What follows belongs to an exercise in optimizing a design on an open flow for small area, a short achievable clock period and few clock cycles per item; a production flow would make more cautious choices. RTL that was checked went through simulation tests only; none was proved equivalent to the original. No functional check of the RTL was part of run 2.

==> flow/design.v (outline; a module is shown in full before it is edited, if it fits) <==
// module pe_divrow1: 4 lines
// module pe_divrow2: 10 lines
// module pe_divrow3: 12 lines
// module pe_divrow4: 16 lines
// module pe_divrow5: 18 lines
// module pe_divrow6: 22 lines
// module pe_divrow7: 26 lines
// module pe_divrow8: 32 lines
// module pe_divrow9: 34 lines
// module pe_divrow10: 38 lines
// module pe_divrow11: 42 lines
// module pe_divrow12: 48 lines
// module pe_divrow13: 52 lines
// module pe_divrow14: 58 lines
// module pe_divrow15: 64 lines
// module pe_divrow16: 72 lines
// module pe_divrow17: 74 lines
// module pe_divrow18: 78 lines
// module pe_divrow19: 82 lines
// module pe_divrow20: 88 lines
// module pe_divrow21: 92 lines
// module pe_divrow22: 98 lines
// module pe_divrow23: 104 lines
// module pe_divrow24: 112 lines
// module pe_divrow25: 116 lines
// module pe_divrow26: 122 lines
// module pe_divrow27: 128 lines
// module pe_divrow28: 136 lines
// module pe_divrow29: 142 lines
// module pe_divrow30: 150 lines
// module pe_divrow31: 158 lines
// module pe_divrow32: 168 lines
// module pe_mac: 23 lines
// module pe_core_v3: 238 lines
module pe_core_v3 (
    input clk,
    input rst_n,
    input [31:0] opcode,
    input [31:0] op1,
    input [31:0] op2,
    input [31:0] op3,
    input valid_in,
    output reg [31:0] result_out,
    output reg result_valid
);
  // ...
==> flow/run.sh <==
#!/bin/bash
# synth_recipe.tcl (not shown) runs the flow's synth.tcl, then flattens the netlist and writes it again
# the make line also repeats each setting of config.mk as NAME=value (left out here)
make -C /OpenROAD-flow-scripts/flow DESIGN_CONFIG=/design/flow/config.mk WORK_HOME=/design/flow/orfs CLKGATE_MAP_FILE= SYNTH_SCRIPT=/design/flow/synth_recipe.tcl finish
==> flow/config.mk <==
export PLATFORM = sky130hd
export DESIGN_NAME = pe_core_v3
export DESIGN_NICKNAME = pe_core_v3
export VERILOG_FILES = /design/flow/design.v
export SDC_FILE = /design/flow/constraint.sdc
export NUM_CORES = 4
export LEC_CHECK = 0
export CAP_MARGIN = 35
export CORE_MARGIN = 2
export CORE_UTILIZATION = 50
export SLEW_MARGIN = 35
==> flow/constraint.sdc <==
create_clock -name core_clock -period 65.0 [get_ports {clk}]
set_input_delay 13.0000 -clock core_clock [delete_from_list [all_inputs] [get_ports {clk}]]
set_output_delay 13.0000 -clock core_clock [all_outputs]
set_load 0.01 [all_outputs]
==> qor.yml, run 1 <==
status:
  status: "timing/DRC/antenna clean"
finish:
  multi_input_area_mm2: 0.0440
  multi_input_area_share: 0.666
  seq_cell_count: 646
  nets: 8122
  finalInstanceArea_mm2: 0.0661
  drive_above_1_share: 0.0746
setup_path:
  critPathArrivalTime_ns: 15.82
  crit_required_ns: 65.55
  cp_max_fo: 48
clock_network:
  cts_buffer_depth: 3
timing:
  skew_ns: 0.0440
  setup_viol: 0
  period_share: 0.235
  fin_tns_setup_ns: 0
  final-hold-violation-count: 0
detailed_routing:
  avgViaCountPerCell: 6.02
  vias: 51646
  routed_wl_um: 208000
  dr_wl_met2_um: 93300
synthesis:
  synth_mux_area_frac: 0.0575
  synth_compound_area_frac: 0.198
  synth_common_cells: "728 x ha_1, 638 x dfxtp_1, 567 x inv_1, 521 x nor2_1, 435 x a21oi_1"
grt:
  grt_pass1_wl_um: 314000
  gr-usage-met3: 0.0509
  grt.busiest_layer: "met2"
run:
  drv_cap: 0
floorplan:
  dieArea_mm2: 0.123
  row_count: 127
Testbench counts, summed over its fixed seeds: cycles 160,054, items 160,000.
==> module pe_divrow1, before the edit <==
module pe_divrow1 (input r, input abit, input [31:0] b, output q, output rn);
  assign q = ~|b[31:1] & (abit | ~b[0]);
  assign rn = q ? (abit ^ b[0]) : abit;
endmodule
==> module pe_divrow2, before the edit <==
module pe_divrow2 (input [0:0] r, input abit, input [31:0] b, output q, output [1:0] rn);
  wire [1:0] t = {r, abit};
  wire [1:0] g0 = ~t & b[1:0];
  wire [1:0] p0 = ~(t ^ b[1:0]);
  wire G0 = g0[1] | (p0[1] & g0[0]);
  wire P0 = p0[1] & p0[0];
  wire [1:0] c = {g0[0], 1'b0};
  assign q = ~G0 & ~|b[31:2];
  assign rn = q ? (t ^ b[1:0] ^ c) : t;
endmodule
==> module pe_divrow3, before the edit <==
module pe_divrow3 (input [1:0] r, input abit, input [31:0] b, output q, output [2:0] rn);
  wire [2:0] t = {r, abit};
  wire [2:0] g0 = ~t & b[2:0];
  wire [2:0] p0 = ~(t ^ b[2:0]);
  wire G0 = g0[1] | (p0[1] & g0[0]);
  wire P0 = p0[1] & p0[0];
  wire G1 = g0[2] | (p0[2] & G0);
  wire P1 = p0[2] & P0;
  wire [2:0] c = {G0, g0[0], 1'b0};
  assign q = ~G1 & ~|b[31:3];
  assign rn = q ? (t ^ b[2:0] ^ c) : t;
endmodule
==> module pe_divrow4, before the edit <==
module pe_divrow4 (input [2:0] r, input abit, input [31:0] b, output q, output [3:0] rn);
  wire [3:0] t = {r, abit};
  wire [3:0] g0 = ~t & b[3:0];
  wire [3:0] p0 = ~(t ^ b[3:0]);
  wire G0 = g0[1] | (p0[1] & g0[0]);
  wire P0 = p0[1] & p0[0];
  wire G1 = g0[3] | (p0[3] & g0[2]);
  wire P1 = p0[3] & p0[2];
  wire G2 = g0[2] | (p0[2] & G0);
  wire P2 = p0[2] & P0;
  wire G3 = G1 | (P1 & G0);
  wire P3 = P1 & P0;
  wire [3:0] c = {G2, G0, g0[0], 1'b0};
  assign q = ~G3 & ~|b[31:4];
  assign rn = q ? (t ^ b[3:0] ^ c) : t;
endmodule
==> module pe_divrow5, before the edit <==
module pe_divrow5 (input [3:0] r, input abit, input [31:0] b, output q, output [4:0] rn);
  wire [4:0] t = {r, abit};
  wire [4:0] g0 = ~t & b[4:0];
  wire [4:0] p0 = ~(t ^ b[4:0]);
  wire G0 = g0[1] | (p0[1] & g0[0]);
  wire P0 = p0[1] & p0[0];
  wire G1 = g0[3] | (p0[3] & g0[2]);
  wire P1 = p0[3] & p0[2];
  wire G2 = g0[2] | (p0[2] & G0);
  wire P2 = p0[2] & P0;
  wire G3 = G1 | (P1 & G0);
  wire P3 = P1 & P0;
  wire G4 = g0[4] | (p0[4] & G3);
  wire P4 = p0[4] & P3;
  wire [4:0] c = {G3, G2, G0, g0[0], 1'b0};
  assign q = ~G4 & ~|b[31:5];
  assign rn = q ? (t ^ b[4:0] ^ c) : t;
endmodule
==> module pe_divrow6, before the edit <==
module pe_divrow6 (input [4:0] r, input abit, input [31:0] b, output q, output [5:0] rn);
  wire [5:0] t = {r, abit};
  wire [5:0] g0 = ~t & b[5:0];
  wire [5:0] p0 = ~(t ^ b[5:0]);
  wire G0 = g0[1] | (p0[1] & g0[0]);
  wire P0 = p0[1] & p0[0];
  wire G1 = g0[3] | (p0[3] & g0[2]);
  wire P1 = p0[3] & p0[2];
  wire G2 = g0[5] | (p0[5] & g0[4]);
  wire P2 = p0[5] & p0[4];
  wire G3 = g0[2] | (p0[2] & G0);
  wire P3 = p0[2] & P0;
  wire G4 = G1 | (P1 & G0);
  wire P4 = P1 & P0;
  wire G5 = g0[4] | (p0[4] & G4);
  wire P5 = p0[4] & P4;
  wire G6 = G2 | (P2 & G4);
  wire P6 = P2 & P4;
  wire [5:0] c = {G5, G4, G3, G0, g0[0], 1'b0};
  assign q = ~G6 & ~|b[31:6];
  assign rn = q ? (t ^ b[5:0] ^ c) : t;
endmodule
==> module pe_divrow7, before the edit <==
module pe_divrow7 (input [5:0] r, input abit, input [31:0] b, output q, output [6:0] rn);
  wire [6:0] t = {r, abit};
  wire [6:0] g0 = ~t & b[6:0];
  wire [6:0] p0 = ~(t ^ b[6:0]);
  wire G0 = g0[1] | (p0[1] & g0[0]);
  wire P0 = p0[1] & p0[0];
  wire G1 = g0[3] | (p0[3] & g0[2]);
  wire P1 = p0[3] & p0[2];
  wire G2 = g0[5] | (p0[5] & g0[4]);
  wire P2 = p0[5] & p0[4];
  wire G3 = g0[2] | (p0[2] & G0);
  wire P3 = p0[2] & P0;
  wire G4 = G1 | (P1 & G0);
  wire P4 = P1 & P0;
  wire G5 = g0[6] | (p0[6] & G2);
  wire P5 = p0[6] & P2;
  wire G6 = g0[4] | (p0[4] & G4);
  wire P6 = p0[4] & P4;
  wire G7 = G2 | (P2 & G4);
  wire P7 = P2 & P4;
  wire G8 = G5 | (P5 & G4);
  wire P8 = P5 & P4;
  wire [6:0] c = {G7, G6, G4, G3, G0, g0[0], 1'b0};
  assign q = ~G8 & ~|b[31:7];
  assign rn = q ? (t ^ b[6:0] ^ c) : t;
endmodule
==> module pe_divrow8, before the edit <==
module pe_divrow8 (input [6:0] r, input abit, input [31:0] b, output q, output [7:0] rn);
  wire [7:0] t = {r, abit};
  wire [7:0] g0 = ~t & b[7:0];
  wire [7:0] p0 = ~(t ^ b[7:0]);
  wire G0 = g0[1] | (p0[1] & g0[0]);
  wire P0 = p0[1] & p0[0];
  wire G1 = g0[3] | (p0[3] & g0[2]);
  wire P1 = p0[3] & p0[2];
  wire G2 = g0[5] | (p0[5] & g0[4]);
  wire P2 = p0[5] & p0[4];
  wire G3 = g0[7] | (p0[7] & g0[6]);
  wire P3 = p0[7] & p0[6];
  wire G4 = g0[2] | (p0[2] & G0);
  wire P4 = p0[2] & P0;
  wire G5 = G1 | (P1 & G0);
  wire P5 = P1 & P0;
  wire G6 = g0[6] | (p0[6] & G2);
  wire P6 = p0[6] & P2;
  wire G7 = G3 | (P3 & G2);
  wire P7 = P3 & P2;
  wire G8 = g0[4] | (p0[4] & G5);
  wire P8 = p0[4] & P5;
  wire G9 = G2 | (P2 & G5);
  wire P9 = P2 & P5;
  wire G10 = G6 | (P6 & G5);
  wire P10 = P6 & P5;
  wire G11 = G7 | (P7 & G5);
  wire P11 = P7 & P5;
  wire [7:0] c = {G10, G9, G8, G5, G4, G0, g0[0], 1'b0};
  assign q = ~G11 & ~|b[31:8];
  assign rn = q ? (t ^ b[7:0] ^ c) : t;
endmodule
==> module pe_divrow9, before the edit <==
module pe_divrow9 (input [7:0] r, input abit, input [31:0] b, output q, output [8:0] rn);
  wire [8:0] t = {r, abit};
  wire [8:0] g0 = ~t & b[8:0];
  wire [8:0] p0 = ~(t ^ b[8:0]);
  wire G0 = g0[1] | (p0[1] & g0[0]);
  wire P0 = p0[1] & p0[0];
  wire G1 = g0[3] | (p0[3] & g0[2]);
  wire P1 = p0[3] & p0[2];
  wire G2 = g0[5] | (p0[5] & g0[4]);
  wire P2 = p0[5] & p0[4];
  wire G3 = g0[7] | (p0[7] & g0[6]);
  wire P3 = p0[7] & p0[6];
  wire G4 = g0[2] | (p0[2] & G0);
  wire P4 = p0[2] & P0;
  wire G5 = G1 | (P1 & G0);
  wire P5 = P1 & P0;
  wire G6 = g0[6] | (p0[6] & G2);
  wire P6 = p0[6] & P2;
  wire G7 = G3 | (P3 & G2);
  wire P7 = P3 & P2;
  wire G8 = g0[4] | (p0[4] & G5);
  wire P8 = p0[4] & P5;
  wire G9 = G2 | (P2 & G5);
  wire P9 = P2 & P5;
  wire G10 = G6 | (P6 & G5);
  wire P10 = P6 & P5;
  wire G11 = G7 | (P7 & G5);
  wire P11 = P7 & P5;
  wire G12 = g0[8] | (p0[8] & G11);
  wire P12 = p0[8] & P11;
  wire [8:0] c = {G11, G10, G9, G8, G5, G4, G0, g0[0], 1'b0};
  assign q = ~G12 & ~|b[31:9];
  assign rn = q ? (t ^ b[8:0] ^ c) : t;
endmodule
==> module pe_divrow10, before the edit <==
module pe_divrow10 (input [8:0] r, input abit, input [31:0] b, output q, output [9:0] rn);
  wire [9:0] t = {r, abit};
  wire [9:0] g0 = ~t & b[9:0];
  wire [9:0] p0 = ~(t ^ b[9:0]);
  wire G0 = g0[1] | (p0[1] & g0[0]);
  wire P0 = p0[1] & p0[0];
  wire G1 = g0[3] | (p0[3] & g0[2]);
  wire P1 = p0[3] & p0[2];
  wire G2 = g0[5] | (p0[5] & g0[4]);
  wire P2 = p0[5] & p0[4];
  wire G3 = g0[7] | (p0[7] & g0[6]);
  wire P3 = p0[7] & p0[6];
  wire G4 = g0[9] | (p0[9] & g0[8]);
  wire P4 = p0[9] & p0[8];
  wire G5 = g0[2] | (p0[2] & G0);
  wire P5 = p0[2] & P0;
  wire G6 = G1 | (P1 & G0);
  wire P6 = P1 & P0;
  wire G7 = g0[6] | (p0[6] & G2);
  wire P7 = p0[6] & P2;
  wire G8 = G3 | (P3 & G2);
  wire P8 = P3 & P2;
  wire G9 = g0[4] | (p0[4] & G6);
  wire P9 = p0[4] & P6;
  wire G10 = G2 | (P2 & G6);
  wire P10 = P2 & P6;
  wire G11 = G7 | (P7 & G6);
  wire P11 = P7 & P6;
  wire G12 = G8 | (P8 & G6);
  wire P12 = P8 & P6;
  wire G13 = g0[8] | (p0[8] & G12);
  wire P13 = p0[8] & P12;
  wire G14 = G4 | (P4 & G12);
  wire P14 = P4 & P12;
  wire [9:0] c = {G13, G12, G11, G10, G9, G6, G5, G0, g0[0], 1'b0};
  assign q = ~G14 & ~|b[31:10];
  assign rn = q ? (t ^ b[9:0] ^ c) : t;
endmodule
==> inputs of run 2 (changes only) <==
--- a/flow/design.v
+++ b/flow/design.v
@@ -1,19 +1,19 @@
 `timescale 1ns/1ps
-module pe_divrow1 (input r, input abit, input [31:0] b, output q, output rn);
-  assign q = ~|b[31:1] & (abit | ~b[0]);
+module pe_divrow1 (input r, input abit, input [31:0] b, input hz, output q, output rn);
+  assign q = hz & (abit | ~b[0]);
   assign rn = q ? (abit ^ b[0]) : abit;
 endmodule
-module pe_divrow2 (input [0:0] r, input abit, input [31:0] b, output q, output [1:0] rn);
+module pe_divrow2 (input [0:0] r, input abit, input [31:0] b, input hz, output q, output [1:0] rn);
   wire [1:0] t = {r, abit};
   wire [1:0] g0 = ~t & b[1:0];
   wire [1:0] p0 = ~(t ^ b[1:0]);
   wire G0 = g0[1] | (p0[1] & g0[0]);
   wire P0 = p0[1] & p0[0];
   wire [1:0] c = {g0[0], 1'b0};
-  assign q = ~G0 & ~|b[31:2];
+  assign q = ~G0 & hz;
   assign rn = q ? (t ^ b[1:0] ^ c) : t;
 endmodule
-module pe_divrow3 (input [1:0] r, input abit, input [31:0] b, output q, output [2:0] rn);
+module pe_divrow3 (input [1:0] r, input abit, input [31:0] b, input hz, output q, output [2:0] rn);
   wire [2:0] t = {r, abit};
   wire [2:0] g0 = ~t & b[2:0];
   wire [2:0] p0 = ~(t ^ b[2:0]);
@@ -22,10 +22,10 @@
   wire G1 = g0[2] | (p0[2] & G0);
   wire P1 = p0[2] & P0;
   wire [2:0] c = {G0, g0[0], 1'b0};
-  assign q = ~G1 & ~|b[31:3];
+  assign q = ~G1 & hz;
   assign rn = q ? (t ^ b[2:0] ^ c) : t;
 endmodule
-module pe_divrow4 (input [2:0] r, input abit, input [31:0] b, output q, output [3:0] rn);
+module pe_divrow4 (input [2:0] r, input abit, input [31:0] b, input hz, output q, output [3:0] rn);
   wire [3:0] t = {r, abit};
   wire [3:0] g0 = ~t & b[3:0];
   wire [3:0] p0 = ~(t ^ b[3:0]);
@@ -38,10 +38,10 @@
   wire G3 = G1 | (P1 & G0);
   wire P3 = P1 & P0;
   wire [3:0] c = {G2, G0, g0[0], 1'b0};
-  assign q = ~G3 & ~|b[31:4];
+  assign q = ~G3 & hz;
   assign rn = q ? (t ^ b[3:0] ^ c) : t;
 endmodule
-module pe_divrow5 (input [3:0] r, input abit, input [31:0] b, output q, output [4:0] rn);
+module pe_divrow5 (input [3:0] r, input abit, input [31:0] b, input hz, output q, output [4:0] rn);
   wire [4:0] t = {r, abit};
   wire [4:0] g0 = ~t & b[4:0];
   wire [4:0] p0 = ~(t ^ b[4:0]);
@@ -56,10 +56,10 @@
   wire G4 = g0[4] | (p0[4] & G3);
   wire P4 = p0[4] & P3;
   wire [4:0] c = {G3, G2, G0, g0[0], 1'b0};
-  assign q = ~G4 & ~|b[31:5];
+  assign q = ~G4 & hz;
   assign rn = q ? (t ^ b[4:0] ^ c) : t;
 endmodule
-module pe_divrow6 (input [4:0] r, input abit, input [31:0] b, output q, output [5:0] rn);
+module pe_divrow6 (input [4:0] r, input abit, input [31:0] b, input hz, output q, output [5:0] rn);
   wire [5:0] t = {r, abit};
   wire [5:0] g0 = ~t & b[5:0];
   wire [5:0] p0 = ~(t ^ b[5:0]);
@@ -78,10 +78,10 @@
   wire G6 = G2 | (P2 & G4);
   wire P6 = P2 & P4;
   wire [5:0] c = {G5, G4, G3, G0, g0[0], 1'b0};
-  assign q = ~G6 & ~|b[31:6];
+  assign q = ~G6 & hz;
   assign rn = q ? (t ^ b[5:0] ^ c) : t;
 endmodule
-module pe_divrow7 (input [5:0] r, input abit, input [31:0] b, output q, output [6:0] rn);
+module pe_divrow7 (input [5:0] r, input abit, input [31:0] b, input hz, output q, output [6:0] rn);
   wire [6:0] t = {r, abit};
   wire [6:0] g0 = ~t & b[6:0];
   wire [6:0] p0 = ~(t ^ b[6:0]);
@@ -104,10 +104,10 @@
   wire G8 = G5 | (P5 & G4);
   wire P8 = P5 & P4;
   wire [6:0] c = {G7, G6, G4, G3, G0, g0[0], 1'b0};
-  assign q = ~G8 & ~|b[31:7];
+  assign q = ~G8 & hz;
   assign rn = q ? (t ^ b[6:0] ^ c) : t;
 endmodule
-module pe_divrow8 (input [6:0] r, input abit, input [31:0] b, output q, output [7:0] rn);
+module pe_divrow8 (input [6:0] r, input abit, input [31:0] b, input hz, output q, output [7:0] rn);
   wire [7:0] t = {r, abit};
   wire [7:0] g0 = ~t & b[7:0];
   wire [7:0] p0 = ~(t ^ b[7:0]);
@@ -136,10 +136,10 @@
   wire G11 = G7 | (P7 & G5);
   wire P11 = P7 & P5;
   wire [7:0] c = {G10, G9, G8, G5, G4, G0, g0[0], 1'b0};
-  assign q = ~G11 & ~|b[31:8];
+  assign q = ~G11 & hz;
   assign rn = q ? (t ^ b[7:0] ^ c) : t;
 endmodule
-module pe_divrow9 (input [7:0] r, input abit, input [31:0] b, output q, output [8:0] rn);
+module pe_divrow9 (input [7:0] r, input abit, input [31:0] b, input hz, output q, output [8:0] rn);
   wire [8:0] t = {r, abit};
   wire [8:0] g0 = ~t & b[8:0];
   wire [8:0] p0 = ~(t ^ b[8:0]);
@@ -170,10 +170,10 @@
   wire G12 = g0[8] | (p0[8] & G11);
   wire P12 = p0[8] & P11;
   wire [8:0] c = {G11, G10, G9, G8, G5, G4, G0, g0[0], 1'b0};
-  assign q = ~G12 & ~|b[31:9];
+  assign q = ~G12 & hz;
   assign rn = q ? (t ^ b[8:0] ^ c) : t;
 endmodule
-module pe_divrow10 (input [8:0] r, input abit, input [31:0] b, output q, output [9:0] rn);
+module pe_divrow10 (input [8:0] r, input abit, input [31:0] b, input hz, output q, output [9:0] rn);
   wire [9:0] t = {r, abit};
   wire [9:0] g0 = ~t & b[9:0];
   wire [9:0] p0 = ~(t ^ b[9:0]);
@@ -208,10 +208,10 @@
   wire G14 = G4 | (P4 & G12);
   wire P14 = P4 & P12;
   wire [9:0] c = {G13, G12, G11, G10, G9, G6, G5, G0, g0[0], 1'b0};
-  assign q = ~G14 & ~|b[31:10];
+  assign q = ~G14 & hz;
   assign rn = q ? (t ^ b[9:0] ^ c) : t;
 endmodule
-module pe_divrow11 (input [9:0] r, input abit, input [31:0] b, output q, output [10:0] rn);
+module pe_divrow11 (input [9:0] r, input abit, input [31:0] b, input hz, output q, output [10:0] rn);
   wire [10:0] t = {r, abit};
   wire [10:0] g0 = ~t & b[10:0];
   wire [10:0] p0 = ~(t ^ b[10:0]);
@@ -250,10 +250,10 @@
   wire G16 = G9 | (P9 & G13);
   wire P16 = P9 & P13;
   wire [10:0] c = {G15, G14, G13, G12, G11, G10, G6, G5, G0, g0[0], 1'b0};
-  assign q = ~G16 & ~|b[31:11];
+  assign q = ~G16 & hz;
   assign rn = q ? (t ^ b[10:0] ^ c) : t;
 endmodule
-module pe_divrow12 (input [10:0] r, input abit, input [31:0] b, output q, output [11:0] rn);
+module pe_divrow12 (input [10:0] r, input abit, input [31:0] b, input hz, output q, output [11:0] rn);
   wire [11:0] t = {r, abit};
   wire [11:0] g0 = ~t & b[11:0];
   wire [11:0] p0 = ~(t ^ b[11:0]);
@@ -298,10 +298,10 @@
   wire G19 = G11 | (P11 & G15);
   wire P19 = P11 & P15;
   wire [11:0] c = {G18, G17, G16, G15, G14, G13, G12, G7, G6, G0, g0[0], 1'b0};
-  assign q = ~G19 & ~|b[31:12];
+  assign q = ~G19 & hz;
   assign rn = q ? (t ^ b[11:0] ^ c) : t;
 endmodule
-module pe_divrow13 (input [11:0] r, input abit, input [31:0] b, output q, output [12:0] rn);
+module pe_divrow13 (input [11:0] r, input abit, input [31:0] b, input hz, output q, output [12:0] rn);
   wire [12:0] t = {r, abit};
   wire [12:0] g0 = ~t & b[12:0];
   wire [12:0] p0 = ~(t ^ b[12:0]);
@@ -350,10 +350,10 @@
   wire G21 = G16 | (P16 & G15);
   wire P21 = P16 & P15;
   wire [12:0] c = {G20, G19, G18, G17, G15, G14, G13, G12, G7, G6, G0, g0[0], 1'b0};
-  assign q = ~G21 & ~|b[31:13];
+  assign q = ~G21 & hz;
   assign rn = q ? (t ^ b[12:0] ^ c) : t;
 endmodule
-module pe_divrow14 (input [12:0] r, input abit, input [31:0] b, output q, output [13:0] rn);
+module pe_divrow14 (input [12:0] r, input abit, input [31:0] b, input hz, output q, output [13:0] rn);
   wire [13:0] t = {r, abit};
   wire [13:0] g0 = ~t & b[13:0];
   wire [13:0] p0 = ~(t ^ b[13:0]);
@@ -408,10 +408,10 @@
   wire G24 = G18 | (P18 & G16);
   wire P24 = P18 & P16;
   wire [13:0] c = {G23, G22, G21, G20, G19, G16, G15, G14, G13, G8, G7, G0, g0[0], 1'b0};
-  assign q = ~G24 & ~|b[31:14];
+  assign q = ~G24 & hz;
   assign rn = q ? (t ^ b[13:0] ^ c) : t;
 endmodule
-module pe_divrow15 (input [13:0] r, input abit, input [31:0] b, output q, output [14:0] rn);
+module pe_divrow15 (input [13:0] r, input abit, input [31:0] b, input hz, output q, output [14:0] rn);
   wire [14:0] t = {r, abit};
   wire [14:0] g0 = ~t & b[14:0];
   wire [14:0] p0 = ~(t ^ b[14:0]);
@@ -472,10 +472,10 @@
   wire G27 = G20 | (P20 & G17);
   wire P27 = P20 & P17;
   wire [14:0] c = {G26, G25, G24, G23, G22, G21, G17, G16, G15, G14, G8, G7, G0, g0[0], 1'b0};
-  assign q = ~G27 & ~|b[31:15];
+  assign q = ~G27 & hz;
   assign rn = q ? (t ^ b[14:0] ^ c) : t;
 endmodule
-module pe_divrow16 (input [14:0] r, input abit, input [31:0] b, output q, output [15:0] rn);
+module pe_divrow16 (input [14:0] r, input abit, input [31:0] b, input hz, output q, output [15:0] rn);
   wire [15:0] t = {r, abit};
   wire [15:0] g0 = ~t & b[15:0];
   wire [15:0] p0 = ~(t ^ b[15:0]);
@@ -544,10 +544,10 @@
   wire G31 = G23 | (P23 & G19);
   wire P31 = P23 & P19;
   wire [15:0] c = {G30, G29, G28, G27, G26, G25, G24, G19, G18, G17, G16, G9, G8, G0, g0[0], 1'b0};
-  assign q = ~G31 & ~|b[31:16];
+  assign q = ~G31 & hz;
   assign rn = q ? (t ^ b[15:0] ^ c) : t;
 endmodule
-module pe_divrow17 (input [15:0] r, input abit, input [31:0] b, output q, output [16:0] rn);
+module pe_divrow17 (input [15:0] r, input abit, input [31:0] b, input hz, output q, output [16:0] rn);
   wire [16:0] t = {r, abit};
   wire [16:0] g0 = ~t & b[16:0];
   wire [16:0] p0 = ~(t ^ b[16:0]);
@@ -618,10 +618,10 @@
   wire G32 = g0[16] | (p0[16] & G31);
   wire P32 = p0[16] & P31;
   wire [16:0] c = {G31, G30, G29, G28, G27, G26, G25, G24, G19, G18, G17, G16, G9, G8, G0, g0[0], 1'b0};
-  assign q = ~G32 & ~|b[31:17];
+  assign q = ~G32 & hz;
   assign rn = q ? (t ^ b[16:0] ^ c) : t;
 endmodule
-module pe_divrow18 (input [16:0] r, input abit, input [31:0] b, output q, output [17:0] rn);
+module pe_divrow18 (input [16:0] r, input abit, input [31:0] b, input hz, output q, output [17:0] rn);
   wire [17:0] t = {r, abit};
   wire [17:0] g0 = ~t & b[17:0];
   wire [17:0] p0 = ~(t ^ b[17:0]);
@@ -696,10 +696,10 @@
   wire G34 = G8 | (P8 & G32);
   wire P34 = P8 & P32;
   wire [17:0] c = {G33, G32, G31, G30, G29, G28, G27, G26, G25, G20, G19, G18, G17, G10, G9, G0, g0[0], 1'b0};
-  assign q = ~G34 & ~|b[31:18];
+  assign q = ~G34 & hz;
   assign rn = q ? (t ^ b[17:0] ^ c) : t;
 endmodule
-module pe_divrow19 (input [17:0] r, input abit, input [31:0] b, output q, output [18:0] rn);
+module pe_divrow19 (input [17:0] r, input abit, input [31:0] b, input hz, output q, output [18:0] rn);
   wire [18:0] t = {r, abit};
   wire [18:0] g0 = ~t & b[18:0];
   wire [18:0] p0 = ~(t ^ b[18:0]);
@@ -778,10 +778,10 @@
   wire G36 = G17 | (P17 & G33);
   wire P36 = P17 & P33;
   wire [18:0] c = {G35, G34, G33, G32, G31, G30, G29, G28, G27, G26, G21, G20, G19, G18, G10, G9, G0, g0[0], 1'b0};
-  assign q = ~G36 & ~|b[31:19];
+  assign q = ~G36 & hz;
   assign rn = q ? (t ^ b[18:0] ^ c) : t;
 endmodule
-module pe_divrow20 (input [18:0] r, input abit, input [31:0] b, output q, output [19:0] rn);
+module pe_divrow20 (input [18:0] r, input abit, input [31:0] b, input hz, output q, output [19:0] rn);
   wire [19:0] t = {r, abit};
   wire [19:0] g0 = ~t & b[19:0];
   wire [19:0] p0 = ~(t ^ b[19:0]);
@@ -866,10 +866,10 @@
   wire G39 = G19 | (P19 & G35);
   wire P39 = P19 & P35;
   wire [19:0] c = {G38, G37, G36, G35, G34, G33, G32, G31, G30, G29, G28, G23, G22, G21, G20, G11, G10, G0, g0[0], 1'b0};
-  assign q = ~G39 & ~|b[31:20];
+  assign q = ~G39 & hz;
   assign rn = q ? (t ^ b[19:0] ^ c) : t;
 endmodule
-module pe_divrow21 (input [19:0] r, input abit, input [31:0] b, output q, output [20:0] rn);
+module pe_divrow21 (input [19:0] r, input abit, input [31:0] b, input hz, output q, output [20:0] rn);
   wire [20:0] t = {r, abit};
   wire [20:0] g0 = ~t & b[20:0];
   wire [20:0] p0 = ~(t ^ b[20:0]);
@@ -958,10 +958,10 @@
   wire G41 = G28 | (P28 & G36);
   wire P41 = P28 & P36;
   wire [20:0] c = {G40, G39, G38, G37, G36, G35, G34, G33, G32, G31, G30, G29, G23, G22, G21, G20, G11, G10, G0, g0[0], 1'b0};
-  assign q = ~G41 & ~|b[31:21];
+  assign q = ~G41 & hz;
   assign rn = q ? (t ^ b[20:0] ^ c) : t;
 endmodule
-module pe_divrow22 (input [20:0] r, input abit, input [31:0] b, output q, output [21:0] rn);
+module pe_divrow22 (input [20:0] r, input abit, input [31:0] b, input hz, output q, output [21:0] rn);
   wire [21:0] t = {r, abit};
   wire [21:0] g0 = ~t & b[21:0];
   wire [21:0] p0 = ~(t ^ b[21:0]);
@@ -1056,10 +1056,10 @@
   wire G44 = G30 | (P30 & G38);
   wire P44 = P30 & P38;
   wire [21:0] c = {G43, G42, G41, G40, G39, G38, G37, G36, G35, G34, G33, G32, G31, G24, G23, G22, G21, G12, G11, G0, g0[0], 1'b0};
-  assign q = ~G44 & ~|b[31:22];
+  assign q = ~G44 & hz;
   assign rn = q ? (t ^ b[21:0] ^ c) : t;
 endmodule
-module pe_divrow23 (input [21:0] r, input abit, input [31:0] b, output q, output [22:0] rn);
+module pe_divrow23 (input [21:0] r, input abit, input [31:0] b, input hz, output q, output [22:0] rn);
   wire [22:0] t = {r, abit};
   wire [22:0] g0 = ~t & b[22:0];
   wire [22:0] p0 = ~(t ^ b[22:0]);
@@ -1160,10 +1160,10 @@
   wire G47 = G32 | (P32 & G40);
   wire P47 = P32 & P40;
   wire [22:0] c = {G46, G45, G44, G43, G42, G41, G40, G39, G38, G37, G36, G35, G34, G33, G25, G24, G23, G22, G12, G11, G0, g0[0], 1'b0};
-  assign q = ~G47 & ~|b[31:23];
+  assign q = ~G47 & hz;
   assign rn = q ? (t ^ b[22:0] ^ c) : t;
 endmodule
-module pe_divrow24 (input [22:0] r, input abit, input [31:0] b, output q, output [23:0] rn);
+module pe_divrow24 (input [22:0] r, input abit, input [31:0] b, input hz, output q, output [23:0] rn);
   wire [23:0] t = {r, abit};
   wire [23:0] g0 = ~t & b[23:0];
   wire [23:0] p0 = ~(t ^ b[23:0]);
@@ -1272,10 +1272,10 @@
   wire G51 = G35 | (P35 & G43);
   wire P51 = P35 & P43;
   wire [23:0] c = {G50, G49, G48, G47, G46, G45, G44, G43, G42, G41, G40, G39, G38, G37, G36, G27, G26, G25, G24, G13, G12, G0, g0[0], 1'b0};
-  assign q = ~G51 & ~|b[31:24];
+  assign q = ~G51 & hz;
   assign rn = q ? (t ^ b[23:0] ^ c) : t;
 endmodule
-module pe_divrow25 (input [23:0] r, input abit, input [31:0] b, output q, output [24:0] rn);
+module pe_divrow25 (input [23:0] r, input abit, input [31:0] b, input hz, output q, output [24:0] rn);
   wire [24:0] t = {r, abit};
   wire [24:0] g0 = ~t & b[24:0];
   wire [24:0] p0 = ~(t ^ b[24:0]);
@@ -1388,10 +1388,10 @@
   wire G53 = G44 | (P44 & G43);
   wire P53 = P44 & P43;
   wire [24:0] c = {G52, G51, G50, G49, G48, G47, G46, G45, G43, G42, G41, G40, G39, G38, G37, G36, G27, G26, G25, G24, G13, G12, G0, g0[0], 1'b0};
-  assign q = ~G53 & ~|b[31:25];
+  assign q = ~G53 & hz;
   assign rn = q ? (t ^ b[24:0] ^ c) : t;
 endmodule
-module pe_divrow26 (input [24:0] r, input abit, input [31:0] b, output q, output [25:0] rn);
+module pe_divrow26 (input [24:0] r, input abit, input [31:0] b, input hz, output q, output [25:0] rn);
   wire [25:0] t = {r, abit};
   wire [25:0] g0 = ~t & b[25:0];
   wire [25:0] p0 = ~(t ^ b[25:0]);
@@ -1510,10 +1510,10 @@
   wire G56 = G46 | (P46 & G44);
   wire P56 = P46 & P44;
   wire [25:0] c = {G55, G54, G53, G52, G51, G50, G49, G48, G47, G44, G43, G42, G41, G40, G39, G38, G37, G28, G27, G26, G25, G14, G13, G0, g0[0], 1'b0};
-  assign q = ~G56 & ~|b[31:26];
+  assign q = ~G56 & hz;
   assign rn = q ? (t ^ b[25:0] ^ c) : t;
 endmodule
-module pe_divrow27 (input [25:0] r, input abit, input [31:0] b, output q, output [26:0] rn);
+module pe_divrow27 (input [25:0] r, input abit, input [31:0] b, input hz, output q, output [26:0] rn);
   wire [26:0] t = {r, abit};
   wire [26:0] g0 = ~t & b[26:0];
   wire [26:0] p0 = ~(t ^ b[26:0]);
@@ -1638,10 +1638,10 @@
   wire G59 = G48 | (P48 & G45);
   wire P59 = P48 & P45;
   wire [26:0] c = {G58, G57, G56, G55, G54, G53, G52, G51, G50, G49, G45, G44, G43, G42, G41, G40, G39, G38, G29, G28, G27, G26, G14, G13, G0, g0[0], 1'b0};
-  assign q = ~G59 & ~|b[31:27];
+  assign q = ~G59 & hz;
   assign rn = q ? (t ^ b[26:0] ^ c) : t;
 endmodule
-module pe_divrow28 (input [26:0] r, input abit, input [31:0] b, output q, output [27:0] rn);
+module pe_divrow28 (input [26:0] r, input abit, input [31:0] b, input hz, output q, output [27:0] rn);
   wire [27:0] t = {r, abit};
   wire [27:0] g0 = ~t & b[27:0];
   wire [27:0] p0 = ~(t ^ b[27:0]);
@@ -1774,10 +1774,10 @@
   wire G63 = G51 | (P51 & G47);
   wire P63 = P51 & P47;
   wire [27:0] c = {G62, G61, G60, G59, G58, G57, G56, G55, G54, G53, G52, G47, G46, G45, G44, G43, G42, G41, G40, G31, G30, G29, G28, G15, G14, G0, g0[0], 1'b0};
-  assign q = ~G63 & ~|b[31:28];
+  assign q = ~G63 & hz;
   assign rn = q ? (t ^ b[27:0] ^ c) : t;
 endmodule
-module pe_divrow29 (input [27:0] r, input abit, input [31:0] b, output q, output [28:0] rn);
+module pe_divrow29 (input [27:0] r, input abit, input [31:0] b, input hz, output q, output [28:0] rn);
   wire [28:0] t = {r, abit};
   wire [28:0] g0 = ~t & b[28:0];
   wire [28:0] p0 = ~(t ^ b[28:0]);
@@ -1916,10 +1916,10 @@
   wire G66 = G53 | (P53 & G48);
   wire P66 = P53 & P48;
   wire [28:0] c = {G65, G64, G63, G62, G61, G60, G59, G58, G57, G56, G55, G54, G48, G47, G46, G45, G44, G43, G42, G41, G31, G30, G29, G28, G15, G14, G0, g0[0], 1'b0};
-  assign q = ~G66 & ~|b[31:29];
+  assign q = ~G66 & hz;
   assign rn = q ? (t ^ b[28:0] ^ c) : t;
 endmodule
-module pe_divrow30 (input [28:0] r, input abit, input [31:0] b, output q, output [29:0] rn);
+module pe_divrow30 (input [28:0] r, input abit, input [31:0] b, input hz, output q, output [29:0] rn);
   wire [29:0] t = {r, abit};
   wire [29:0] g0 = ~t & b[29:0];
   wire [29:0] p0 = ~(t ^ b[29:0]);
@@ -2066,10 +2066,10 @@
   wire G70 = G56 | (P56 & G50);
   wire P70 = P56 & P50;
   wire [29:0] c = {G69, G68, G67, G66, G65, G64, G63, G62, G61, G60, G59, G58, G57, G50, G49, G48, G47, G46, G45, G44, G43, G32, G31, G30, G29, G16, G15, G0, g0[0], 1'b0};
-  assign q = ~G70 & ~|b[31:30];
+  assign q = ~G70 & hz;
   assign rn = q ? (t ^ b[29:0] ^ c) : t;
 endmodule
-module pe_divrow31 (input [29:0] r, input abit, input [31:0] b, output q, output [30:0] rn);
+module pe_divrow31 (input [29:0] r, input abit, input [31:0] b, input hz, output q, output [30:0] rn);
   wire [30:0] t = {r, abit};
   wire [30:0] g0 = ~t & b[30:0];
   wire [30:0] p0 = ~(t ^ b[30:0]);
@@ -2224,10 +2224,10 @@
   wire G74 = G59 | (P59 & G52);
   wire P74 = P59 & P52;
   wire [30:0] c = {G73, G72, G71, G70, G69, G68, G67, G66, G65, G64, G63, G62, G61, G60, G52, G51, G50, G49, G48, G47, G46, G45, G33, G32, G31, G30, G16, G15, G0, g0[0], 1'b0};
-  assign q = ~G74 & ~|b[31:31];
+  assign q = ~G74 & hz;
   assign rn = q ? (t ^ b[30:0] ^ c) : t;
 endmodule
-module pe_divrow32 (input [30:0] r, input abit, input [31:0] b, output q, output [31:0] rn);
+module pe_divrow32 (input [30:0] r, input abit, input [31:0] b, input hz, output q, output [31:0] rn);
   wire [31:0] t = {r, abit};
   wire [31:0] g0 = ~t & b[31:0];
   wire [31:0] p0 = ~(t ^ b[31:0]);
@@ -2395,7 +2395,7 @@
   assign q = ~G79 & 1'b1;
   assign rn = q ? (t ^ b[31:0] ^ c) : t;
 endmodule
-module pe_mac (input [31:0] a, input [31:0] b, input [31:0] c, output [31:0] y);
+module pe_mac (input [31:0] a, input [31:0] b, input [31:0] c, input ci, output [31:0] y);
   wire [32:0] bx = {b, 1'b0};
   wire [32:0] ax = {a, 1'b0};
   wire [31:0] pp [0:15];
@@ -2412,11 +2412,15 @@
     end
     assign pp[j] = sel << (2*j);
     assign negv[2*j] = neg;
-    assign negv[2*j+1] = 1'b0;
+    if (j == 0) begin : c0
+      assign negv[1] = 1'b0;
+    end else begin : cn
+      assign negv[2*j+1] = 1'b0;
+    end
   end endgenerate
   assign y = pp[0] + pp[1] + pp[2] + pp[3] + pp[4] + pp[5] + pp[6] + pp[7]
            + pp[8] + pp[9] + pp[10] + pp[11] + pp[12] + pp[13] + pp[14] + pp[15]
-           + negv + c;
+           + negv + c + {31'd0, ci};
 endmodule
 module pe_core_v3 (
     input clk,
@@ -2448,211 +2452,255 @@
     wire c_cmp = (cls == 7'b0010000);
     wire vld1  = v0 & (c_ar | c_fp | c_cmp);
     wire isdiv1 = c_ar & (fn == 5'b00100);
-    wire mul_only = c_ar & (fn == 5'b00011);
+    wire f_add = c_ar & (fn == 5'b00001);
+    wire f_sub = c_ar & (fn == 5'b00010);
+    wire f_mul = c_ar & (fn == 5'b00011);
+    wire f_mad = (c_ar & ((fn == 5'b00101) | (fn == 5'b00110))) | (c_fp & (fn == 5'b00001));
+    wire f_and = c_ar & (fn == 5'b01001);
+    wire f_or  = c_ar & (fn == 5'b01010);
+    wire f_xor = c_ar & (fn == 5'b01011);
+    wire f_shl = c_ar & (fn == 5'b01100);
+    wire f_shr = c_ar & (fn == 5'b01101);
+    wire f_relu = c_fp & (fn == 5'b01011);
+    wire f_abs = c_fp & (fn == 5'b01101);
+    wire f_neg = c_fp & (fn == 5'b01110);
+    wire f_min = c_fp & (fn == 5'b10000);
+    wire f_max = c_fp & (fn == 5'b10001);
+    wire f_eq = c_cmp & (fn == 5'b00001);
+    wire f_ne = c_cmp & (fn == 5'b00010);
+    wire f_lt = c_cmp & (fn == 5'b00011);
+    wire f_le = c_cmp & (fn == 5'b00100);
+    wire f_gt = c_cmp & (fn == 5'b00101);
+    wire f_ge = c_cmp & (fn == 5'b00110);
+    wire [31:0] a_rev;
+    genvar gi;
+    generate for (gi = 0; gi < 32; gi = gi + 1) begin : rv
+        assign a_rev[gi] = a0[31 - gi];
+    end endgenerate
+    wire [31:0] dec = 32'd1 << b0[4:0];
+    wire y_b    = f_mul | f_mad;
+    wire y_dec  = f_shl | f_shr;
+    wire y_one  = f_add | f_sub | (f_abs & ~a0[31]);
+    wire y_ones = f_neg | (f_abs & a0[31]);
+    wire [31:0] mx = f_shr ? a_rev : a0;
+    wire [31:0] my = ({32{y_b}} & b0) | ({32{y_dec}} & dec) | {{31{y_ones}}, y_ones | y_one};
+    wire [31:0] mz = ({32{f_mad}} & c0) | ({32{f_add | f_sub}} & (b0 ^ {32{f_sub}}));
     wire [31:0] mac;
-    pe_mac u_mac (.a(a0), .b(b0), .c(mul_only ? 32'd0 : c0), .y(mac));
-    wire [32:0] sb  = {1'b0, a0} - {1'b0, b0};
-    wire [31:0] sum = a0 + b0;
-    wire [31:0] neg = 32'd0 - a0;
-    wire lt = sb[32];
-    wire eq = (sb[31:0] == 32'd0);
-    reg  [31:0] oth;
-    always @* begin
-        oth = 32'd0;
-        case (1'b1)
-            c_ar: case (fn)
-                5'b00001: oth = sum;
-                5'b00010: oth = sb[31:0];
-                5'b00011: oth = mac;
-                5'b00101: oth = mac;
-                5'b00110: oth = mac;
-                5'b01001: oth = a0 & b0;
-                5'b01010: oth = a0 | b0;
-                5'b01011: oth = a0 ^ b0;
-                5'b01100: oth = a0 << b0[4:0];
-                5'b01101: oth = a0 >> b0[4:0];
-                default:  oth = 32'd0;
-            endcase
-            c_fp: case (fn)
-                5'b00001: oth = mac;
-                5'b01011: oth = a0[31] ? 32'd0 : a0;
-                5'b01101: oth = a0[31] ? neg : a0;
-                5'b01110: oth = neg;
-                5'b10000: oth = lt ? a0 : b0;
-                5'b10001: oth = lt ? b0 : a0;
-                default:  oth = 32'd0;
-            endcase
-            c_cmp: case (fn)
-                5'b00001: oth = {31'd0, eq};
-                5'b00010: oth = {31'd0, ~eq};
-                5'b00011: oth = {31'd0, lt};
-                5'b00100: oth = {31'd0, lt | eq};
-                5'b00101: oth = {31'd0, ~lt & ~eq};
-                5'b00110: oth = {31'd0, ~lt};
-                default:  oth = 32'd0;
-            endcase
-            default: oth = 32'd0;
-        endcase
-    end
+    pe_mac u_mac (.a(mx), .b(my), .c(mz), .ci(f_sub), .y(mac));
+    wire [31:0] mac_rev;
+    generate for (gi = 0; gi < 32; gi = gi + 1) begin : rv2
+        assign mac_rev[gi] = mac[31 - gi];
+    end endgenerate
+    wire lt = a0 < b0;
+    wire eq = a0 == b0;
+    wire cmp = (f_eq & eq) | (f_ne & ~eq) | (f_lt & lt) | (f_le & (lt | eq)) | (f_gt & ~lt & ~eq) | (f_ge & ~lt);
+    wire s_mac = f_add | f_sub | f_mul | f_mad | f_neg | f_abs | f_shl;
+    wire s_a = f_relu & ~a0[31] | f_min & lt | f_max & ~lt;
+    wire s_b = f_min & ~lt | f_max & lt;
+    wire [31:0] oth = ({32{s_mac}} & mac) | ({32{f_shr}} & mac_rev)
+                    | ({32{f_and}} & (a0 & b0)) | ({32{f_or}} & (a0 | b0)) | ({32{f_xor}} & (a0 ^ b0))
+                    | ({32{s_a}} & a0) | ({32{s_b}} & b0) | {31'd0, cmp};
+    wire hz1_7 = ~|b0[31:7];
+    wire hz1_6 = ~|b0[31:6];
+    wire hz1_5 = ~|b0[31:5];
+    wire hz1_4 = ~|b0[31:4];
+    wire hz1_3 = ~|b0[31:3];
+    wire hz1_2 = ~|b0[31:2];
+    wire hz1_1 = ~|b0[31:1];
     wire q_31; wire [0:0] rn_31;
-    pe_divrow1 row_31 (.r(1'b0), .abit(a0[31]), .b(b0), .q(q_31), .rn(rn_31));
+    pe_divrow1 row_31 (.r(1'b0), .abit(a0[31]), .b(b0), .hz(hz1_1), .q(q_31), .rn(rn_31));
     wire [31:0] aq_31 = {a0[30:0], q_31};
     wire q_30; wire [1:0] rn_30;
-    pe_divrow2 row_30 (.r(rn_31), .abit(aq_31[31]), .b(b0), .q(q_30), .rn(rn_30));
+    pe_divrow2 row_30 (.r(rn_31), .abit(aq_31[31]), .b(b0), .hz(hz1_2), .q(q_30), .rn(rn_30));
     wire [31:0] aq_30 = {aq_31[30:0], q_30};
     wire q_29; wire [2:0] rn_29;
-    pe_divrow3 row_29 (.r(rn_30), .abit(aq_30[31]), .b(b0), .q(q_29), .rn(rn_29));
+    pe_divrow3 row_29 (.r(rn_30), .abit(aq_30[31]), .b(b0), .hz(hz1_3), .q(q_29), .rn(rn_29));
     wire [31:0] aq_29 = {aq_30[30:0], q_29};
     wire q_28; wire [3:0] rn_28;
-    pe_divrow4 row_28 (.r(rn_29), .abit(aq_29[31]), .b(b0), .q(q_28), .rn(rn_28));
+    pe_divrow4 row_28 (.r(rn_29), .abit(aq_29[31]), .b(b0), .hz(hz1_4), .q(q_28), .rn(rn_28));
     wire [31:0] aq_28 = {aq_29[30:0], q_28};
     wire q_27; wire [4:0] rn_27;
-    pe_divrow5 row_27 (.r(rn_28), .abit(aq_28[31]), .b(b0), .q(q_27), .rn(rn_27));
+    pe_divrow5 row_27 (.r(rn_28), .abit(aq_28[31]), .b(b0), .hz(hz1_5), .q(q_27), .rn(rn_27));
     wire [31:0] aq_27 = {aq_28[30:0], q_27};
     wire q_26; wire [5:0] rn_26;
-    pe_divrow6 row_26 (.r(rn_27), .abit(aq_27[31]), .b(b0), .q(q_26), .rn(rn_26));
+    pe_divrow6 row_26 (.r(rn_27), .abit(aq_27[31]), .b(b0), .hz(hz1_6), .q(q_26), .rn(rn_26));
     wire [31:0] aq_26 = {aq_27[30:0], q_26};
     wire q_25; wire [6:0] rn_25;
-    pe_divrow7 row_25 (.r(rn_26), .abit(aq_26[31]), .b(b0), .q(q_25), .rn(rn_25));
+    pe_divrow7 row_25 (.r(rn_26), .abit(aq_26[31]), .b(b0), .hz(hz1_7), .q(q_25), .rn(rn_25));
     wire [31:0] aq_25 = {aq_26[30:0], q_25};
-    wire q_24; wire [7:0] rn_24;
-    pe_divrow8 row_24 (.r(rn_25), .abit(aq_25[31]), .b(b0), .q(q_24), .rn(rn_24));
-    wire [31:0] aq_24 = {aq_25[30:0], q_24};
-    reg [7:0] R1; reg [31:0] AQ1, B1; reg isd1; reg v1;
+    reg [6:0] R1; reg [31:0] AQ1, B1; reg isd1; reg v1;
     always @(posedge clk or negedge rst_n)
         if (!rst_n) v1 <= 1'b0;
         else        v1 <= vld1;
     always @(posedge clk) begin
-        R1 <= rn_24;
-        AQ1 <= aq_24;
+        R1 <= rn_25;
+        AQ1 <= aq_25;
         B1 <= (isdiv1 ? b0 : oth);
         isd1 <= isdiv1;
     end
+    wire hz2_11 = ~|B1[31:11];
+    wire hz2_10 = ~|B1[31:10];
+    wire hz2_9 = ~|B1[31:9];
+    wire hz2_8 = ~|B1[31:8];
+    wire q_24; wire [7:0] rn_24;
+    pe_divrow8 row_24 (.r(R1), .abit(AQ1[31]), .b(B1), .hz(hz2_8), .q(q_24), .rn(rn_24));
+    wire [31:0] aq_24 = {AQ1[30:0], q_24};
     wire q_23; wire [8:0] rn_23;
-    pe_divrow9 row_23 (.r(R1), .abit(AQ1[31]), .b(B1), .q(q_23), .rn(rn_23));
-    wire [31:0] aq_23 = {AQ1[30:0], q_23};
+    pe_divrow9 row_23 (.r(rn_24), .abit(aq_24[31]), .b(B1), .hz(hz2_9), .q(q_23), .rn(rn_23));
+    wire [31:0] aq_23 = {aq_24[30:0], q_23};
     wire q_22; wire [9:0] rn_22;
-    pe_divrow10 row_22 (.r(rn_23), .abit(aq_23[31]), .b(B1), .q(q_22), .rn(rn_22));
+    pe_divrow10 row_22 (.r(rn_23), .abit(aq_23[31]), .b(B1), .hz(hz2_10), .q(q_22), .rn(rn_22));
     wire [31:0] aq_22 = {aq_23[30:0], q_22};
     wire q_21; wire [10:0] rn_21;
-    pe_divrow11 row_21 (.r(rn_22), .abit(aq_22[31]), .b(B1), .q(q_21), .rn(rn_21));
+    pe_divrow11 row_21 (.r(rn_22), .abit(aq_22[31]), .b(B1), .hz(hz2_11), .q(q_21), .rn(rn_21));
     wire [31:0] aq_21 = {aq_22[30:0], q_21};
-    wire q_20; wire [11:0] rn_20;
-    pe_divrow12 row_20 (.r(rn_21), .abit(aq_21[31]), .b(B1), .q(q_20), .rn(rn_20));
-    wire [31:0] aq_20 = {aq_21[30:0], q_20};
-    reg [11:0] R2; reg [31:0] AQ2, B2; reg isd2; reg v2;
+    reg [10:0] R2; reg [31:0] AQ2, B2; reg isd2; reg v2;
     always @(posedge clk or negedge rst_n)
         if (!rst_n) v2 <= 1'b0;
         else        v2 <= v1;
     always @(posedge clk) begin
-        R2 <= rn_20;
-        AQ2 <= aq_20;
+        R2 <= rn_21;
+        AQ2 <= aq_21;
         B2 <= B1;
         isd2 <= isd1;
     end
+    wire hz3_15 = ~|B2[31:15];
+    wire hz3_14 = ~|B2[31:14];
+    wire hz3_13 = ~|B2[31:13];
+    wire hz3_12 = ~|B2[31:12];
+    wire q_20; wire [11:0] rn_20;
+    pe_divrow12 row_20 (.r(R2), .abit(AQ2[31]), .b(B2), .hz(hz3_12), .q(q_20), .rn(rn_20));
+    wire [31:0] aq_20 = {AQ2[30:0], q_20};
     wire q_19; wire [12:0] rn_19;
-    pe_divrow13 row_19 (.r(R2), .abit(AQ2[31]), .b(B2), .q(q_19), .rn(rn_19));
-    wire [31:0] aq_19 = {AQ2[30:0], q_19};
+    pe_divrow13 row_19 (.r(rn_20), .abit(aq_20[31]), .b(B2), .hz(hz3_13), .q(q_19), .rn(rn_19));
+    wire [31:0] aq_19 = {aq_20[30:0], q_19};
     wire q_18; wire [13:0] rn_18;
-    pe_divrow14 row_18 (.r(rn_19), .abit(aq_19[31]), .b(B2), .q(q_18), .rn(rn_18));
+    pe_divrow14 row_18 (.r(rn_19), .abit(aq_19[31]), .b(B2), .hz(hz3_14), .q(q_18), .rn(rn_18));
     wire [31:0] aq_18 = {aq_19[30:0], q_18};
     wire q_17; wire [14:0] rn_17;
-    pe_divrow15 row_17 (.r(rn_18), .abit(aq_18[31]), .b(B2), .q(q_17), .rn(rn_17));
+    pe_divrow15 row_17 (.r(rn_18), .abit(aq_18[31]), .b(B2), .hz(hz3_15), .q(q_17), .rn(rn_17));
     wire [31:0] aq_17 = {aq_18[30:0], q_17};
-    wire q_16; wire [15:0] rn_16;
-    pe_divrow16 row_16 (.r(rn_17), .abit(aq_17[31]), .b(B2), .q(q_16), .rn(rn_16));
-    wire [31:0] aq_16 = {aq_17[30:0], q_16};
-    reg [15:0] R3; reg [31:0] AQ3, B3; reg isd3; reg v3;
+    reg [14:0] R3; reg [31:0] AQ3, B3; reg isd3; reg v3;
     always @(posedge clk or negedge rst_n)
         if (!rst_n) v3 <= 1'b0;
         else        v3 <= v2;
     always @(posedge clk) begin
-        R3 <= rn_16;
-        AQ3 <= aq_16;
+        R3 <= rn_17;
+        AQ3 <= aq_17;
         B3 <= B2;
         isd3 <= isd2;
     end
+    wire hz4_19 = ~|B3[31:19];
+    wire hz4_18 = ~|B3[31:18];
+    wire hz4_17 = ~|B3[31:17];
+    wire hz4_16 = ~|B3[31:16];
+    wire q_16; wire [15:0] rn_16;
+    pe_divrow16 row_16 (.r(R3), .abit(AQ3[31]), .b(B3), .hz(hz4_16), .q(q_16), .rn(rn_16));
+    wire [31:0] aq_16 = {AQ3[30:0], q_16};
     wire q_15; wire [16:0] rn_15;
-    pe_divrow17 row_15 (.r(R3), .abit(AQ3[31]), .b(B3), .q(q_15), .rn(rn_15));
-    wire [31:0] aq_15 = {AQ3[30:0], q_15};
+    pe_divrow17 row_15 (.r(rn_16), .abit(aq_16[31]), .b(B3), .hz(hz4_17), .q(q_15), .rn(rn_15));
+    wire [31:0] aq_15 = {aq_16[30:0], q_15};
     wire q_14; wire [17:0] rn_14;
-    pe_divrow18 row_14 (.r(rn_15), .abit(aq_15[31]), .b(B3), .q(q_14), .rn(rn_14));
+    pe_divrow18 row_14 (.r(rn_15), .abit(aq_15[31]), .b(B3), .hz(hz4_18), .q(q_14), .rn(rn_14));
     wire [31:0] aq_14 = {aq_15[30:0], q_14};
     wire q_13; wire [18:0] rn_13;
-    pe_divrow19 row_13 (.r(rn_14), .abit(aq_14[31]), .b(B3), .q(q_13), .rn(rn_13));
+    pe_divrow19 row_13 (.r(rn_14), .abit(aq_14[31]), .b(B3), .hz(hz4_19), .q(q_13), .rn(rn_13));
     wire [31:0] aq_13 = {aq_14[30:0], q_13};
-    wire q_12; wire [19:0] rn_12;
-    pe_divrow20 row_12 (.r(rn_13), .abit(aq_13[31]), .b(B3), .q(q_12), .rn(rn_12));
-    wire [31:0] aq_12 = {aq_13[30:0], q_12};
-    reg [19:0] R4; reg [31:0] AQ4, B4; reg isd4; reg v4;
+    reg [18:0] R4; reg [31:0] AQ4, B4; reg isd4; reg v4;
     always @(posedge clk or negedge rst_n)
         if (!rst_n) v4 <= 1'b0;
         else        v4 <= v3;
     always @(posedge clk) begin
-        R4 <= rn_12;
-        AQ4 <= aq_12;
+        R4 <= rn_13;
+        AQ4 <= aq_13;
         B4 <= B3;
         isd4 <= isd3;
     end
+    wire hz5_23 = ~|B4[31:23];
+    wire hz5_22 = ~|B4[31:22];
+    wire hz5_21 = ~|B4[31:21];
+    wire hz5_20 = ~|B4[31:20];
+    wire q_12; wire [19:0] rn_12;
+    pe_divrow20 row_12 (.r(R4), .abit(AQ4[31]), .b(B4), .hz(hz5_20), .q(q_12), .rn(rn_12));
+    wire [31:0] aq_12 = {AQ4[30:0], q_12};
     wire q_11; wire [20:0] rn_11;
-    pe_divrow21 row_11 (.r(R4), .abit(AQ4[31]), .b(B4), .q(q_11), .rn(rn_11));
-    wire [31:0] aq_11 = {AQ4[30:0], q_11};
+    pe_divrow21 row_11 (.r(rn_12), .abit(aq_12[31]), .b(B4), .hz(hz5_21), .q(q_11), .rn(rn_11));
+    wire [31:0] aq_11 = {aq_12[30:0], q_11};
     wire q_10; wire [21:0] rn_10;
-    pe_divrow22 row_10 (.r(rn_11), .abit(aq_11[31]), .b(B4), .q(q_10), .rn(rn_10));
+    pe_divrow22 row_10 (.r(rn_11), .abit(aq_11[31]), .b(B4), .hz(hz5_22), .q(q_10), .rn(rn_10));
     wire [31:0] aq_10 = {aq_11[30:0], q_10};
     wire q_9; wire [22:0] rn_9;
-    pe_divrow23 row_9 (.r(rn_10), .abit(aq_10[31]), .b(B4), .q(q_9), .rn(rn_9));
+    pe_divrow23 row_9 (.r(rn_10), .abit(aq_10[31]), .b(B4), .hz(hz5_23), .q(q_9), .rn(rn_9));
     wire [31:0] aq_9 = {aq_10[30:0], q_9};
-    wire q_8; wire [23:0] rn_8;
-    pe_divrow24 row_8 (.r(rn_9), .abit(aq_9[31]), .b(B4), .q(q_8), .rn(rn_8));
-    wire [31:0] aq_8 = {aq_9[30:0], q_8};
-    reg [23:0] R5; reg [31:0] AQ5, B5; reg isd5; reg v5;
+    reg [22:0] R5; reg [31:0] AQ5, B5; reg isd5; reg v5;
     always @(posedge clk or negedge rst_n)
         if (!rst_n) v5 <= 1'b0;
         else        v5 <= v4;
     always @(posedge clk) begin
-        R5 <= rn_8;
-        AQ5 <= aq_8;
+        R5 <= rn_9;
+        AQ5 <= aq_9;
         B5 <= B4;
         isd5 <= isd4;
     end
+    wire hz6_26 = ~|B5[31:26];
+    wire hz6_25 = ~|B5[31:25];
+    wire hz6_24 = ~|B5[31:24];
+    wire q_8; wire [23:0] rn_8;
+    pe_divrow24 row_8 (.r(R5), .abit(AQ5[31]), .b(B5), .hz(hz6_24), .q(q_8), .rn(rn_8));
+    wire [31:0] aq_8 = {AQ5[30:0], q_8};
     wire q_7; wire [24:0] rn_7;
-    pe_divrow25 row_7 (.r(R5), .abit(AQ5[31]), .b(B5), .q(q_7), .rn(rn_7));
-    wire [31:0] aq_7 = {AQ5[30:0], q_7};
+    pe_divrow25 row_7 (.r(rn_8), .abit(aq_8[31]), .b(B5), .hz(hz6_25), .q(q_7), .rn(rn_7));
+    wire [31:0] aq_7 = {aq_8[30:0], q_7};
     wire q_6; wire [25:0] rn_6;
-    pe_divrow26 row_6 (.r(rn_7), .abit(aq_7[31]), .b(B5), .q(q_6), .rn(rn_6));
+    pe_divrow26 row_6 (.r(rn_7), .abit(aq_7[31]), .b(B5), .hz(hz6_26), .q(q_6), .rn(rn_6));
     wire [31:0] aq_6 = {aq_7[30:0], q_6};
-    wire q_5; wire [26:0] rn_5;
-    pe_divrow27 row_5 (.r(rn_6), .abit(aq_6[31]), .b(B5), .q(q_5), .rn(rn_5));
-    wire [31:0] aq_5 = {aq_6[30:0], q_5};
-    wire q_4; wire [27:0] rn_4;
-    pe_divrow28 row_4 (.r(rn_5), .abit(aq_5[31]), .b(B5), .q(q_4), .rn(rn_4));
-    wire [31:0] aq_4 = {aq_5[30:0], q_4};
-    reg [27:0] R6; reg [31:0] AQ6, B6; reg isd6; reg v6;
+    reg [25:0] R6; reg [31:0] AQ6, B6; reg isd6; reg v6;
     always @(posedge clk or negedge rst_n)
         if (!rst_n) v6 <= 1'b0;
         else        v6 <= v5;
     always @(posedge clk) begin
-        R6 <= rn_4;
-        AQ6 <= aq_4;
+        R6 <= rn_6;
+        AQ6 <= aq_6;
         B6 <= B5;
         isd6 <= isd5;
     end
+    wire hz7_29 = ~|B6[31:29];
+    wire hz7_28 = ~|B6[31:28];
+    wire hz7_27 = ~|B6[31:27];
+    wire q_5; wire [26:0] rn_5;
+    pe_divrow27 row_5 (.r(R6), .abit(AQ6[31]), .b(B6), .hz(hz7_27), .q(q_5), .rn(rn_5));
+    wire [31:0] aq_5 = {AQ6[30:0], q_5};
+    wire q_4; wire [27:0] rn_4;
+    pe_divrow28 row_4 (.r(rn_5), .abit(aq_5[31]), .b(B6), .hz(hz7_28), .q(q_4), .rn(rn_4));
+    wire [31:0] aq_4 = {aq_5[30:0], q_4};
     wire q_3; wire [28:0] rn_3;
-    pe_divrow29 row_3 (.r(R6), .abit(AQ6[31]), .b(B6), .q(q_3), .rn(rn_3));
-    wire [31:0] aq_3 = {AQ6[30:0], q_3};
+    pe_divrow29 row_3 (.r(rn_4), .abit(aq_4[31]), .b(B6), .hz(hz7_29), .q(q_3), .rn(rn_3));
+    wire [31:0] aq_3 = {aq_4[30:0], q_3};
+    reg [28:0] R7; reg [31:0] AQ7, B7; reg isd7; reg v7;
+    always @(posedge clk or negedge rst_n)
+        if (!rst_n) v7 <= 1'b0;
+        else        v7 <= v6;
+    always @(posedge clk) begin
+        R7 <= rn_3;
+        AQ7 <= aq_3;
+        B7 <= B6;
+        isd7 <= isd6;
+    end
+    wire hz8_32 = 1'b1;
+    wire hz8_31 = ~|B7[31:31];
+    wire hz8_30 = ~|B7[31:30];
     wire q_2; wire [29:0] rn_2;
-    pe_divrow30 row_2 (.r(rn_3), .abit(aq_3[31]), .b(B6), .q(q_2), .rn(rn_2));
-    wire [31:0] aq_2 = {aq_3[30:0], q_2};
+    pe_divrow30 row_2 (.r(R7), .abit(AQ7[31]), .b(B7), .hz(hz8_30), .q(q_2), .rn(rn_2));
+    wire [31:0] aq_2 = {AQ7[30:0], q_2};
     wire q_1; wire [30:0] rn_1;
-    pe_divrow31 row_1 (.r(rn_2), .abit(aq_2[31]), .b(B6), .q(q_1), .rn(rn_1));
+    pe_divrow31 row_1 (.r(rn_2), .abit(aq_2[31]), .b(B7), .hz(hz8_31), .q(q_1), .rn(rn_1));
     wire [31:0] aq_1 = {aq_2[30:0], q_1};
     wire q_0; wire [31:0] rn_0;
-    pe_divrow32 row_0 (.r(rn_1), .abit(aq_1[31]), .b(B6), .q(q_0), .rn(rn_0));
+    pe_divrow32 row_0 (.r(rn_1), .abit(aq_1[31]), .b(B7), .hz(hz8_32), .q(q_0), .rn(rn_0));
     wire [31:0] aq_0 = {aq_1[30:0], q_0};
     always @(posedge clk or negedge rst_n)
         if (!rst_n) result_valid <= 1'b0;
-        else        result_valid <= v6;
+        else        result_valid <= v7;
     always @(posedge clk)
-        result_out <= isd6 ? aq_0 : B6;
+        result_out <= isd7 ? aq_0 : B7;
 endmodule
--- a/flow/config.mk
+++ b/flow/config.mk
@@ -7,5 +7,5 @@
 export LEC_CHECK = 0
 export CAP_MARGIN = 35
 export CORE_MARGIN = 2
-export CORE_UTILIZATION = 50
+export CORE_UTILIZATION = 55
 export SLEW_MARGIN = 35
==> run 2 against run 1 <==
  * Worst hold slack barely moved
  * Still clean
  * Sequential share of layout area rose by 3.2 points
  * Synthesized area fell by 3.5%
  * Sequential cell count rose by 88
==> qor.yml, run 2 <==
synthesis:
  yosys_most_used_dff: "dfxtp_1"  # unchanged
  postSynthCellCount: 6433  # was 6902
  yosys_warnings: 2  # unchanged
  yosys-top-cells-area: "dfxtp_1 25%, ha_1 15%, fa_1 12%"  # was dfxtp_1 21%, ha_1 15%, fa_1 12%
  synth_edf_count: 0  # unchanged
  synth_top_cell_by_area: "dfxtp_1"  # unchanged
  synth_common_cells: "725 x dfxtp_1, 707 x ha_1, 631 x inv_1, 519 x nand2_1, 467 x o21ai_0"  # was 728 x ha_1, 638 x dfxtp_1, 567 x inv_1, 521 x nor2_1, 435 x a21oi_1
grt:
  grt_use_total: 0.339  # was 0.335
  grt_pass1_wl_um: 279000  # was 314000 µm
  first_global_vias: 46624  # was 51303
floorplan:
  row_count: 119  # was 127
  dieArea_mm2: 0.108  # was 0.123 mm²
detailed_routing:
  drcViolationCount: 0  # unchanged
  avgViaCountPerCell: 5.86  # was 6.02
  vias: 47016  # was 51646
  drt_iter0_markers: 3504  # was 4213
  routed_wl_um: 184000  # was 208000 µm
  drtAntennaViolNets: 0  # unchanged
finish:
  final_cell_mix: "724 x dfxtp_1, 707 x ha_1, 631 x inv_1"  # was 728 x ha_1, 631 x dfxtp_1, 566 x inv_1
  final_common_cell: "dfxtp_1"  # was ha_1
  nets: 7758  # was 8122
  fin_util: 0.615  # was 0.552
  syn2layout_area_growth_pct: 11.0  # was 9.57%
  drive_above_1_share: 0.0766  # was 0.0746
setup_path:
  crit_slowest_cell: "o41ai_1"  # was a211oi_1
  critPathArrivalTime_ns: 15.18  # was 15.82 ns
  crit_required_ns: 65.58  # was 65.55 ns
  cp_max_fo: 27  # was 48
clock_network:
  post_cts_buffers: 0  # unchanged
  post_cts_resized: 0  # unchanged
  cts_buffer_depth: 3  # unchanged
  cts_tree: "built"  # unchanged
  insertion_delay_ns: 0.69  # was 0.68 ns
  cts.reportedPaths.clkPinSlew_ns: 0.06  # about the same
  root_buffer: "clkbuf_16"  # unchanged
status:
  status: "timing/DRC/antenna clean"  # unchanged
timing:
  min_period_ns: 14.60  # was 15.26 ns
  rsz0062_at_grt: "false"  # unchanged
  fin_tns_setup_ns: 0  # unchanged
  final-hold-violation-count: 0  # unchanged
  setup_viol: 0  # unchanged
  period_share: 0.225  # was 0.235
  skew_ns: 0.0325  # was 0.0440 ns
run:
  drv_cap: 0  # unchanged
placement:
  port_buffers: 143  # unchanged
## run 2: cell count changes in the layout (fill, tap and decap cells not counted), sizes merged, moves of 43 or more
| cell | previous run | this run |
|---|---|---|
| xnor2 | 317 | 390 |
| a21oi | 435 | 362 |
| xor2 | 269 | 221 |
| a22oi | 247 | 60 |
| nor2 | 521 | 349 |
| dfxtp | 638 | 725 |
| mux2i | 126 | 171 |
| nor3 | 129 | 85 |
| o21ai | 421 | 477 |
| mux2 | 178 | 135 |
| nand2 | 406 | 519 |
| inv | 579 | 642 |
## run 2: logic make-up after synthesis
logic type	count (synthesis)	synth area share
fa+ha+maj	1060	0.273
mux	306	0.0555
compound gates	1493	0.161
buf+inv	875	0.0566
xor+xnor	616	0.0938
simple gates	1349	0.107
flops	734	0.253
## run 2: layout make-up
cell class,instances,area (µm²),share of cell area
antenna,1,2.50,0.0000387
clock buffer,105,2240,0.0346
clock inverter,40,539,0.00834
inverter,642,2410,0.0373
multi-input combinational,4824,40500,0.626
sequential,734,14700,0.228
tap,1391,1740,0.0269
timing repair buffer,285,2510,0.0388
## run 2: worst paths after layout
kind	depth (start not counted)	slack [ns]	startpoint	to
max in group asynchronous	1	52.04	rst_n	v2$_DFF_PN0_
max reg2reg	50	50.40	B4[1]$_DFF_P_	R5[8]$_DFF_P_
min in group asynchronous	1	12.65	rst_n	v0$_DFF_PN0_
max	50	50.40	B4[1]$_DFF_P_	R5[8]$_DFF_P_
min	0	0.30	AQ1[8]$_DFF_P_	AQ2[12]$_DFF_P_
min reg2reg	0	0.30	AQ1[8]$_DFF_P_	AQ2[12]$_DFF_P_
## run 2: routing by layer
metal / global-route usage / share of wire / vias up
met5: 0 / 0.00039 / -
met2: 0.571 / 0.46 / 1686
li1: - / - / 22373
met1: 0.400 / 0.39 / 22375
met3: 0.0584 / 0.067 / 572
met4: 0.215 / 0.075 / 10
## run 2: per-stage QoR
stage | worst slack (ns) | instance area, µm² | hold WS [ns] | std cells
after CTS | 50.41 | 64600 | 0.303 | 8021
after floorplan | 51.62 | 58200 | 0.310 | 6433
after global routing | 49.23 | 64600 | 0.317 | 8021
final | 50.40 | 64600 | 0.300 | 8022
after global placement | 50.52 | 61800 | 0.310 | 7875
after detailed placement | 50.55 | 61800 | 0.312 | 7876

-- re-timing with driven ports --
In the flow no input, the clock included, has a driving cell. The finished layouts below were timed again as built, in two steps. Step 1: set_driving_cell puts a clkbuf_16 on clk and a buf_2 on each other input, an assumption about the parent block. Step 2 times the ports against the registers' clock, not the clock port: input delays grow and output delays shrink by t, the midpoint of the rising clock arrivals with the driver on. Slacks: no drivers / after step 1 / after step 2; pairs: no drivers / after step 1.
| run | t (ns) | setup WS [ns] | worst setup path after step 2 | slew at the worst register clock pin (ns) | worst data-port slew with drivers (ns) |
|---|---|---|---|---|---|
| run 1 | 0.738 | 49.737 / 49.737 / 49.737 | register to register | 0.06 / 0.06 | 0.07 |
| run 2 | 0.752 | 50.397 / 50.369 / 50.397 | register to register | 0.07 / 0.07 | 0.05 |
After both steps every run listed still meets setup and hold.
